This is an optimization exercise on Yosys and OpenROAD, whose aim is small area, a short achievable clock period and few clock cycles, not a production implementation.
RTL that was checked went through simulation tests only; none was proved equivalent to the original.
The flow treats the clock pin as an ideal source. Dropping or thinning the clock tree relies on that and would not hold on a real chip.
No activity file was given, so power comes from the tool's default toggle rates.

==> flow/design.v <==
module procik (clock, reset,
               mem_addr, mem_din, mem_dout, mem_csb, mem_web, halted);
input clock, reset;
output [7:0] mem_addr;
output [15:0] mem_din;
input [15:0] mem_dout;
output mem_csb, mem_web;
output halted;
reg s_a, s_b, s_c, s_c2, s_d;
reg halted_q;
reg [7:0] addr_q;       
reg [7:0] pc;           
reg csb_q, we_q;        
reg [15:0] din_q;
reg stale_q;            
reg ld_q;               
reg [2:0] ldr_q;        
reg wb_q;               
reg [2:0] wbr_q;        
reg [15:0] r [0:7];     
assign mem_addr = addr_q;
assign mem_din = din_q;
assign mem_csb = csb_q;
assign mem_web = !we_q;
assign halted = halted_q;
wire is_load  = (mem_dout[15:12] == 4'd1);
wire is_store = (mem_dout[15:12] == 4'd2);
wire is_halt  = !is_load && !is_store;
wire [2:0] rsel = mem_dout[10:8];
wire [7:0] inc = pc + 8'd1;
wire hazard = ld_q && is_store && (ldr_q == rsel);
wire dec_b = s_b;
wire dec_c = s_c && !stale_q;
wire [7:0] rhot = (8'd1 << rsel) & {8{!s_c2}};
reg [15:0] rdata;
integer k;
always @(*) begin
  rdata = s_c2 ? mem_dout : 16'd0;
  for (k = 0; k < 8; k = k + 1)
    rdata = rdata | (r[k] & {16{rhot[k]}});
end
always @(posedge clock)
  din_q <= rdata;
reg rst_q;
always @(posedge clock)
  rst_q <= reset;
wire [15:0] wdata = mem_dout & {16{!rst_q}};
integer j;
always @(posedge clock)
  for (j = 0; j < 8; j = j + 1)
    if (rst_q || (wb_q && wbr_q == j)) r[j] <= wdata;
always @(posedge clock) begin
  ldr_q <= rsel;
  wbr_q <= ldr_q;
  stale_q <= is_store && (mem_dout[7:0] == addr_q);
end
always @(posedge clock or posedge reset)
  if (reset) begin
    s_a <= 1'b1;
    s_b <= 1'b0;
    s_c <= 1'b0;
    s_c2 <= 1'b0;
    s_d <= 1'b0;
    csb_q <= 1'b0;
    we_q <= 1'b0;
    ld_q <= 1'b0;
    wb_q <= 1'b0;
  end else begin
    s_a <= s_d || (s_c && stale_q);
    s_b <= s_a;
    s_c <= s_b && !is_halt;
    s_c2 <= dec_c && !is_halt && hazard;
    s_d <= s_c2 || (dec_c && !is_halt && !hazard);
    csb_q <= halted_q || ((dec_b || dec_c) && (is_halt || hazard));
    we_q <= s_c2 || ((dec_b || dec_c) && is_store && !hazard);
    ld_q <= (dec_b || dec_c) && is_load;
    wb_q <= ld_q;
  end
always @(posedge clock or posedge reset)
  if (reset)
    pc <= 8'd0;
  else if (s_a || dec_c)
    pc <= inc;
always @(posedge clock)
  if (reset) halted_q <= 1'b0;
  else halted_q <= halted_q || ((dec_b || dec_c) && is_halt);
always @(posedge clock)
  if (reset) addr_q <= 8'd0;
  else if (s_a) addr_q <= inc;
  else if (s_b || dec_c) addr_q <= mem_dout[7:0];
  else if (s_c || s_d) addr_q <= pc;
endmodule
==> flow/config.mk <==
export PLATFORM = sky130hd
export DESIGN_NAME = procik
export DESIGN_NICKNAME = procik
export VERILOG_FILES = /design/flow/design.v
export SDC_FILE = /design/flow/constraint.sdc
export NUM_CORES = 4
export LEC_CHECK = 0
export CAP_MARGIN = 20
export CORE_MARGIN = 2
export CORE_UTILIZATION = 40
export SETUP_SLACK_MARGIN = 3.2
export SLEW_MARGIN = 20
==> flow/constraint.sdc <==
create_clock -name core_clock -period 5.0 [get_ports {clock}]
set_input_delay 1.0000 -clock core_clock [delete_from_list [all_inputs] [get_ports {clock}]]
set_output_delay 1.0000 -clock core_clock [all_outputs]
set_load 0.01 [all_outputs]
standard.sh (not shown) runs the stock make flow with config.mk's settings and CLKGATE_MAP_FILE= SYNTH_SCRIPT=/design/flow/synth_recipe.tcl, a recipe that flattens the netlist after the stock synthesis.
==> flow/flow/run.sh <==
#!/bin/bash
# The standard ORFS layout, except that the clock tree is built by
# flow/manual_cts.tcl: two levels of clock buffers placed by k-means over the
# flip-flops, in place of TritonCTS (shorter clock latency), and port
# buffers that start as buf_2 (timing repair upsizes the ones that need it).
set -euo pipefail
here=$(pwd)
bash standard.sh "PRE_CTS_TCL=$here/flow/manual_cts.tcl" \
  "BUFFER_PORTS_ARGS=-buffer_cell sky130_fd_sc_hd__buf_2" finish > "$here/orfs_make.log" 2>&1
test -f out/final.def
Other scripts of this flow, unchanged in this note and not shown: flow/flow/manual_cts.tcl
Then changed:
--- a/flow/design.v
+++ b/flow/design.v
@@ -58,35 +58,34 @@
   if (reset) begin
     s_a <= 1'b1;
     s_b <= 1'b0;
     s_c <= 1'b0;
     s_c2 <= 1'b0;
     s_d <= 1'b0;
+    halted_q <= 1'b0;
     csb_q <= 1'b0;
     we_q <= 1'b0;
     ld_q <= 1'b0;
     wb_q <= 1'b0;
   end else begin
     s_a <= s_d || (s_c && stale_q);
     s_b <= s_a;
     s_c <= s_b && !is_halt;
     s_c2 <= dec_c && !is_halt && hazard;
     s_d <= s_c2 || (dec_c && !is_halt && !hazard);
+    halted_q <= halted_q || ((dec_b || dec_c) && is_halt);
     csb_q <= halted_q || ((dec_b || dec_c) && (is_halt || hazard));
     we_q <= s_c2 || ((dec_b || dec_c) && is_store && !hazard);
     ld_q <= (dec_b || dec_c) && is_load;
     wb_q <= ld_q;
   end
 always @(posedge clock or posedge reset)
-  if (reset)
+  if (reset) begin
+    addr_q <= 8'd0;
     pc <= 8'd0;
-  else if (s_a || dec_c)
-    pc <= inc;
-always @(posedge clock)
-  if (reset) halted_q <= 1'b0;
-  else halted_q <= halted_q || ((dec_b || dec_c) && is_halt);
-always @(posedge clock)
-  if (reset) addr_q <= 8'd0;
-  else if (s_a) addr_q <= inc;
-  else if (s_b || dec_c) addr_q <= mem_dout[7:0];
-  else if (s_c || s_d) addr_q <= pc;
+  end else begin
+    if (s_a || dec_c) pc <= inc;
+    if (s_a) addr_q <= inc;
+    else if (s_b || dec_c) addr_q <= mem_dout[7:0];
+    else if (s_c || s_d) addr_q <= pc;
+  end
 endmodule
Die area went up by 1.5%.
Total power hardly moves.
Area after synthesis rose by about 1.5%.
Worst setup slack gets better by 0.063 ns.
Sequential share of layout area went up by 0.50 points.
Cell area barely changes.
Synthesized cell count hardly moves.
Combinational power fell by about 5%.
Wire length drops by about 1.3%.
Flip-flop and latch count is unchanged.
First-iteration DRC count goes down by about 18%.
Cell count rises by 0.55%.
Register-to-register slack is better by 0.05 ns.
Via count is about the same.
Testbench counts after the change, summed over its fixed seeds: cycles 8,284.
Function not checked in the first run of this note: the RTL went through the layout flow alone. No run of this note takes its clock network from TritonCTS; it comes from the design's own scripts or RTL.


== exp/amber ==
procik, a different RTL version from the one above (not shown whole).
Size: about 180 flip-flops, roughly 45 I/O pins, roughly 0.0075 mm2 of cells after synthesis.
==> module procik, before the edit <==
module procik (clock, reset,
               mem_addr, mem_din, mem_dout, mem_csb, mem_web, halted);
input clock, reset;
output [7:0] mem_addr;
output [15:0] mem_din;
input [15:0] mem_dout;
output mem_csb, mem_web;
output halted;
localparam [2:0] S_A = 3'd0, S_B = 3'd1, S_C = 3'd2, S_C2 = 3'd3, S_D = 3'd4, S_H = 3'd5;
reg [2:0] state;
reg [7:0] addr_q;       
reg [7:0] pc;           
reg csb_q, we_q;         
reg [15:0] din_q;
reg halted_q;
reg stale_q;            
reg ld_q;               
reg [2:0] ldr_q;        
reg wb_q;               
reg [2:0] wbr_q;        
reg [15:0] r [0:7];     
assign mem_addr = addr_q;
assign mem_din = din_q;
assign mem_csb = csb_q;
assign mem_web = !we_q;
assign halted = halted_q;
wire is_load  = (mem_dout[15:12] == 4'd1);
wire is_store = (mem_dout[15:12] == 4'd2);
wire is_halt  = !is_load && !is_store;
wire [2:0] rsel = mem_dout[10:8];
wire fwd = (state == S_C2);
wire [7:0] rhot = (8'd1 << rsel) & {8{!fwd}};
reg [15:0] rdata;
integer k;
always @(*) begin
  rdata = fwd ? mem_dout : 16'd0;
  for (k = 0; k < 8; k = k + 1)
    rdata = rdata | (r[k] & {16{rhot[k]}});
end
wire [7:0] inc = pc + 8'd1;
wire hazard = ld_q && is_store && (ldr_q == rsel);
wire [15:0] wdata = mem_dout & {16{!reset}};
integer j;
always @(posedge clock)
  for (j = 0; j < 8; j = j + 1)
    if (reset || (wb_q && wbr_q == j)) r[j] <= wdata;
always @(posedge clock)
  din_q <= rdata;
always @(posedge clock)
  wbr_q <= ldr_q;
always @(posedge clock)
  ldr_q <= rsel;
always @(posedge clock or posedge reset)
  if (reset) begin
    state <= S_A;
    addr_q <= 8'd0;
    pc <= 8'd0;
    csb_q <= 1'b0;
    we_q <= 1'b0;
    halted_q <= 1'b0;
    stale_q <= 1'b0;
    ld_q <= 1'b0;
    wb_q <= 1'b0;
  end else begin
    wb_q <= ld_q;
    ld_q <= 1'b0;
    case (state)
      S_A: begin
        addr_q <= inc;
        pc <= inc;
        csb_q <= 1'b0;
        we_q <= 1'b0;
        state <= S_B;
      end
      S_B: begin
        if (is_halt) begin
          csb_q <= 1'b1;
          we_q <= 1'b0;
          halted_q <= 1'b1;
          state <= S_H;
        end else begin
          addr_q <= mem_dout[7:0];
          csb_q <= 1'b0;
          we_q <= is_store;
          ld_q <= is_load;
          stale_q <= is_store && (mem_dout[7:0] == addr_q);
          state <= S_C;
        end
      end
      S_C: begin
        if (stale_q) begin
          addr_q <= pc;
          csb_q <= 1'b0;
          we_q <= 1'b0;
          state <= S_A;
        end else if (is_halt) begin
          csb_q <= 1'b1;
          we_q <= 1'b0;
          halted_q <= 1'b1;
          state <= S_H;
        end else begin
          addr_q <= mem_dout[7:0];
          pc <= inc;
          if (hazard) begin
            csb_q <= 1'b1;
            we_q <= 1'b0;
            state <= S_C2;
          end else begin
            csb_q <= 1'b0;
            we_q <= is_store;
            ld_q <= is_load;
            state <= S_D;
          end
        end
      end
      S_C2: begin
        csb_q <= 1'b0;
        we_q <= 1'b1;
        state <= S_D;
      end
      S_D: begin
        addr_q <= pc;
        csb_q <= 1'b0;
        we_q <= 1'b0;
        state <= S_A;
      end
      default: begin
        csb_q <= 1'b1;
        we_q <= 1'b0;
      end
    endcase
  end
endmodule
clock: 5.0 ns
lec_check: 0
cap_margin: 20
core_margin: 2
core_utilization: 40
cts_buf_list: sky130_fd_sc_hd__clkbuf_4 sky130_fd_sc_hd__clkbuf_8
setup_slack_margin: 3.0
slew_margin: 20
run.sh (not shown) runs the stock make flow with config.mk's settings and CLKGATE_MAP_FILE= SYNTH_SCRIPT=/design/flow/synth_recipe.tcl, a recipe that flattens the netlist after the stock synthesis.
Stock flow here: none of the scripts above is used.
Setup changes, exp/amber to exp/xenon
==> flow/design.v <==
module procik (clock, reset,
               mem_addr, mem_din, mem_dout, mem_csb, mem_web, halted);
input clock, reset;
output [7:0] mem_addr;
output [15:0] mem_din;
input [15:0] mem_dout;
output mem_csb, mem_web;
output halted;
localparam [2:0] S_A = 3'd0, S_B = 3'd1, S_C = 3'd2, S_C2 = 3'd3, S_D = 3'd4, S_H = 3'd5;
reg [2:0] state;
reg [7:0] addr_q;       
reg [7:0] pc;           
reg csb_q, web_q;
reg [15:0] din_q;
reg halted_q;
reg stale_q;            
reg ld_q;               
reg [2:0] ldr_q;        
reg wb_q;               
reg [2:0] wbr_q;        
reg [15:0] r [0:7];     
reg [7:0] valid;
assign mem_addr = addr_q;
assign mem_din = din_q;
assign mem_csb = csb_q;
assign mem_web = web_q;
assign halted = halted_q;
wire is_load  = (mem_dout[15:12] == 4'd1);
wire is_store = (mem_dout[15:12] == 4'd2);
wire is_halt  = !is_load && !is_store;
wire [2:0] rsel = mem_dout[10:8];
wire [15:0] rdata = valid[rsel] ? r[rsel] : 16'd0;
wire [7:0] inc = pc + 8'd1;
wire hazard = ld_q && is_store && (ldr_q == rsel);
always @(posedge clock)
  if (wb_q) r[wbr_q] <= mem_dout;
always @(posedge clock or posedge reset)
  if (reset) valid <= 8'd0;
  else if (wb_q) valid[wbr_q] <= 1'b1;
always @(posedge clock)
  din_q <= (state == S_C2) ? mem_dout : rdata;
always @(posedge clock)
  wbr_q <= ldr_q;
always @(posedge clock)
  if (state == S_B || state == S_C) ldr_q <= rsel;
always @(posedge clock or posedge reset)
  if (reset) begin
    state <= S_A;
    addr_q <= 8'd0;
    pc <= 8'd0;
    csb_q <= 1'b0;
    web_q <= 1'b1;
    halted_q <= 1'b0;
    stale_q <= 1'b0;
    ld_q <= 1'b0;
    wb_q <= 1'b0;
  end else begin
    wb_q <= ld_q;
    ld_q <= 1'b0;
    case (state)
      S_A: begin
        addr_q <= inc;
        pc <= inc;
        csb_q <= 1'b0;
        web_q <= 1'b1;
        state <= S_B;
      end
      S_B: begin
        if (is_halt) begin
          csb_q <= 1'b1;
          web_q <= 1'b1;
          halted_q <= 1'b1;
          state <= S_H;
        end else begin
          addr_q <= mem_dout[7:0];
          csb_q <= 1'b0;
          web_q <= !is_store;
          ld_q <= is_load;
          stale_q <= is_store && (mem_dout[7:0] == addr_q);
          state <= S_C;
        end
      end
      S_C: begin
        if (stale_q) begin
          addr_q <= pc;
          csb_q <= 1'b0;
          web_q <= 1'b1;
          state <= S_A;
        end else if (is_halt) begin
          csb_q <= 1'b1;
          web_q <= 1'b1;
          halted_q <= 1'b1;
          state <= S_H;
        end else begin
          addr_q <= mem_dout[7:0];
          pc <= inc;
          if (hazard) begin
            csb_q <= 1'b1;
            web_q <= 1'b1;
            state <= S_C2;
          end else begin
            csb_q <= 1'b0;
            web_q <= !is_store;
            ld_q <= is_load;
            state <= S_D;
          end
        end
      end
      S_C2: begin
        csb_q <= 1'b0;
        web_q <= 1'b0;
        state <= S_D;
      end
      S_D: begin
        addr_q <= pc;
        csb_q <= 1'b0;
        web_q <= 1'b1;
        state <= S_A;
      end
      default: begin
        csb_q <= 1'b1;
        web_q <= 1'b1;
      end
    endcase
  end
endmodule
--- outcome ---
exp/xenon has headroom to the max-slew limit above what exp/amber had.
Higher core utilization among exp/xenon and exp/amber: exp/amber
exp/xenon ended up with web_q as its first element of the critical path; exp/amber ended up with mem_dout[0].
Of exp/xenon and exp/amber, the run reporting the higher first-pass GRT wire length was exp/amber.
exp/amber → exp/xenon: via count now smaller, post-detailed-route wirelength per cell now smaller, synthesized net count now smaller.
exp/xenon against exp/amber; y dimension of the die is up slightly.
Lower non-clock buffer count among exp/xenon and exp/amber: exp/amber
Testbench counts of exp/xenon, summed over its fixed seeds: cycles 8,284.
Only the layout flow was run in exp/amber; the RTL was not checked for function there.


Another version of the RTL of procik (not shown whole).
Size in the first run: ~180 flip-flops, roughly 45 I/O pins, about 7400 um2 of cells after synthesis.
==> module procik, before the edit <==
module procik (clock, reset,
               mem_addr, mem_din, mem_dout, mem_csb, mem_web, halted);
input clock, reset;
output [7:0] mem_addr;
output [15:0] mem_din;
input [15:0] mem_dout;
output mem_csb, mem_web;
output halted;
localparam [2:0] S_A = 3'd0, S_B = 3'd1, S_C = 3'd2, S_C2 = 3'd3, S_D = 3'd4, S_H = 3'd5;
reg [2:0] state;
reg [7:0] addr_q;       
reg [7:0] pc;           
reg csb_q, web_q;
reg [15:0] din_q;
reg halted_q;
reg stale_q;            
reg ld_q;               
reg [2:0] ldr_q;        
reg wb_q;               
reg [2:0] wbr_q;        
reg [15:0] r [0:7];     
reg [7:0] valid;
assign mem_addr = addr_q;
assign mem_din = din_q;
assign mem_csb = csb_q;
assign mem_web = web_q;
assign halted = halted_q;
wire is_load  = (mem_dout[15:12] == 4'd1);
wire is_store = (mem_dout[15:12] == 4'd2);
wire is_halt  = !is_load && !is_store;
wire [2:0] rsel = mem_dout[10:8];
wire fwd = (state == S_C2);
wire [7:0] rhot = ((8'd1 << rsel) & valid) & {8{!fwd}};
reg [15:0] rdata;
integer k;
always @(*) begin
  rdata = fwd ? mem_dout : 16'd0;
  for (k = 0; k < 8; k = k + 1)
    rdata = rdata | (r[k] & {16{rhot[k]}});
end
wire [7:0] inc = pc + 8'd1;
wire hazard = ld_q && is_store && (ldr_q == rsel);
always @(posedge clock)
  if (wb_q) r[wbr_q] <= mem_dout;
always @(posedge clock or posedge reset)
  if (reset) valid <= 8'd0;
  else if (wb_q) valid[wbr_q] <= 1'b1;
always @(posedge clock)
  din_q <= rdata;
always @(posedge clock)
  wbr_q <= ldr_q;
always @(posedge clock)
  ldr_q <= rsel;
always @(posedge clock or posedge reset)
  if (reset) begin
    state <= S_A;
    addr_q <= 8'd0;
    pc <= 8'd0;
    csb_q <= 1'b0;
    web_q <= 1'b1;
    halted_q <= 1'b0;
    stale_q <= 1'b0;
    ld_q <= 1'b0;
    wb_q <= 1'b0;
  end else begin
    wb_q <= ld_q;
    ld_q <= 1'b0;
    case (state)
      S_A: begin
        addr_q <= inc;
        pc <= inc;
        csb_q <= 1'b0;
        web_q <= 1'b1;
        state <= S_B;
      end
      S_B: begin
        if (is_halt) begin
          csb_q <= 1'b1;
          web_q <= 1'b1;
          halted_q <= 1'b1;
          state <= S_H;
        end else begin
          addr_q <= mem_dout[7:0];
          csb_q <= 1'b0;
          web_q <= !is_store;
          ld_q <= is_load;
          stale_q <= is_store && (mem_dout[7:0] == addr_q);
          state <= S_C;
        end
      end
      S_C: begin
        if (stale_q) begin
          addr_q <= pc;
          csb_q <= 1'b0;
          web_q <= 1'b1;
          state <= S_A;
        end else if (is_halt) begin
          csb_q <= 1'b1;
          web_q <= 1'b1;
          halted_q <= 1'b1;
          state <= S_H;
        end else begin
          addr_q <= mem_dout[7:0];
          pc <= inc;
          if (hazard) begin
            csb_q <= 1'b1;
            web_q <= 1'b1;
            state <= S_C2;
          end else begin
            csb_q <= 1'b0;
            web_q <= !is_store;
            ld_q <= is_load;
            state <= S_D;
          end
        end
      end
      S_C2: begin
        csb_q <= 1'b0;
        web_q <= 1'b0;
        state <= S_D;
      end
      S_D: begin
        addr_q <= pc;
        csb_q <= 1'b0;
        web_q <= 1'b1;
        state <= S_A;
      end
      default: begin
        csb_q <= 1'b1;
        web_q <= 1'b1;
      end
    endcase
  end
endmodule
clock: 5.0 ns
lec_check: 0
cap_margin: 20
core_margin: 2
core_utilization: 40
cts_buf_list: sky130_fd_sc_hd__clkbuf_4 sky130_fd_sc_hd__clkbuf_8
setup_slack_margin: 3.0
slew_margin: 20
Change:
--- a/flow/design.v
+++ b/flow/design.v
@@ -18,9 +18,8 @@
 reg [2:0] ldr_q;        
 reg wb_q;               
 reg [2:0] wbr_q;        
 reg [15:0] r [0:7];     
-reg [7:0] valid;
 assign mem_addr = addr_q;
 assign mem_din = din_q;
 assign mem_csb = csb_q;
 assign mem_web = web_q;
@@ -29,9 +28,9 @@
 wire is_store = (mem_dout[15:12] == 4'd2);
 wire is_halt  = !is_load && !is_store;
 wire [2:0] rsel = mem_dout[10:8];
 wire fwd = (state == S_C2);
-wire [7:0] rhot = ((8'd1 << rsel) & valid) & {8{!fwd}};
+wire [7:0] rhot = (8'd1 << rsel) & {8{!fwd}};
 reg [15:0] rdata;
 integer k;
 always @(*) begin
   rdata = fwd ? mem_dout : 16'd0;
@@ -39,13 +38,13 @@
     rdata = rdata | (r[k] & {16{rhot[k]}});
 end
 wire [7:0] inc = pc + 8'd1;
 wire hazard = ld_q && is_store && (ldr_q == rsel);
+wire [15:0] wdata = mem_dout & {16{!reset}};
+integer j;
 always @(posedge clock)
-  if (wb_q) r[wbr_q] <= mem_dout;
-always @(posedge clock or posedge reset)
-  if (reset) valid <= 8'd0;
-  else if (wb_q) valid[wbr_q] <= 1'b1;
+  for (j = 0; j < 8; j = j + 1)
+    if (reset || (wb_q && wbr_q == j)) r[j] <= wdata;
 always @(posedge clock)
   din_q <= rdata;
 always @(posedge clock)
   wbr_q <= ldr_q;
After rerunning: Global-route usage drops by 1.1 points. Maximum frequency drops by 1.1%. Worst setup slack is worse by 22 ps. Register-to-register slack is worse by 80 ps. Non-clock buffer count drops by 32. Clock power drops by about 10%. Clock-buffer cell count drops by 1. Die area drops by 0.48%. Flip-flop and latch count drops by 8. Power climbs by 1.2%. Final cell count drops by 6.0%. Final area drops by 5.1%. Sequential power climbs by about 3%.
Testbench counts after the change, summed over its fixed seeds: cycles 8,284.
Function not checked in the first run of this note: the RTL went through the layout flow alone.

[separate check: timing with driven ports]
How much do the figures lean on ideal ports? The routed layouts below were timed once more, with nothing changed but the port constraints. Step 1, drivers: a clkbuf_16 drives clock and a buf_2 each remaining input, both assumed. Step 2 adds t to the input delays and takes it off the output delays; t is the mean of the earliest and latest rising clock arrival at the registers after step 1. Input paths then give back, and output paths get back, about the clock's delay inside the block. Three values: no drivers, after step 1, after step 2; two values: the first two.
| run | shift t [ns] | setup slack, ns | clock arrival spread, ns | worst data-port slew with drivers (ns) |
|---|---|---|---|---|
| the first run of note 1 | 0.365 | 3.097 / 3.069 / 2.703 | 0.023 / 0.023 | 0.16 |
| the second run of note 1 | 0.363 | 3.160 / 3.077 / 2.818 | 0.032 / 0.033 | 0.16 |
| exp/amber | 0.489 | 2.912 / 2.927 / 2.438 | 0.017 / 0.017 | 0.06 |
| exp/xenon | 0.486 | 2.917 / 2.881 / 2.464 | 0.012 / 0.012 | 0.06 |
| the first run of note 3 | 0.505 | 2.910 / 2.874 / 2.399 | 0.021 / 0.020 | 0.07 |
| the second run of note 3 | 0.498 | 2.888 / 2.873 / 2.374 | 0.018 / 0.017 | 0.05 |
After both steps every run listed still meets setup and hold. The setup slack of the second run of note 3, which loses most, moves by -0.015 ns with the drivers and by -0.514 ns with both steps.
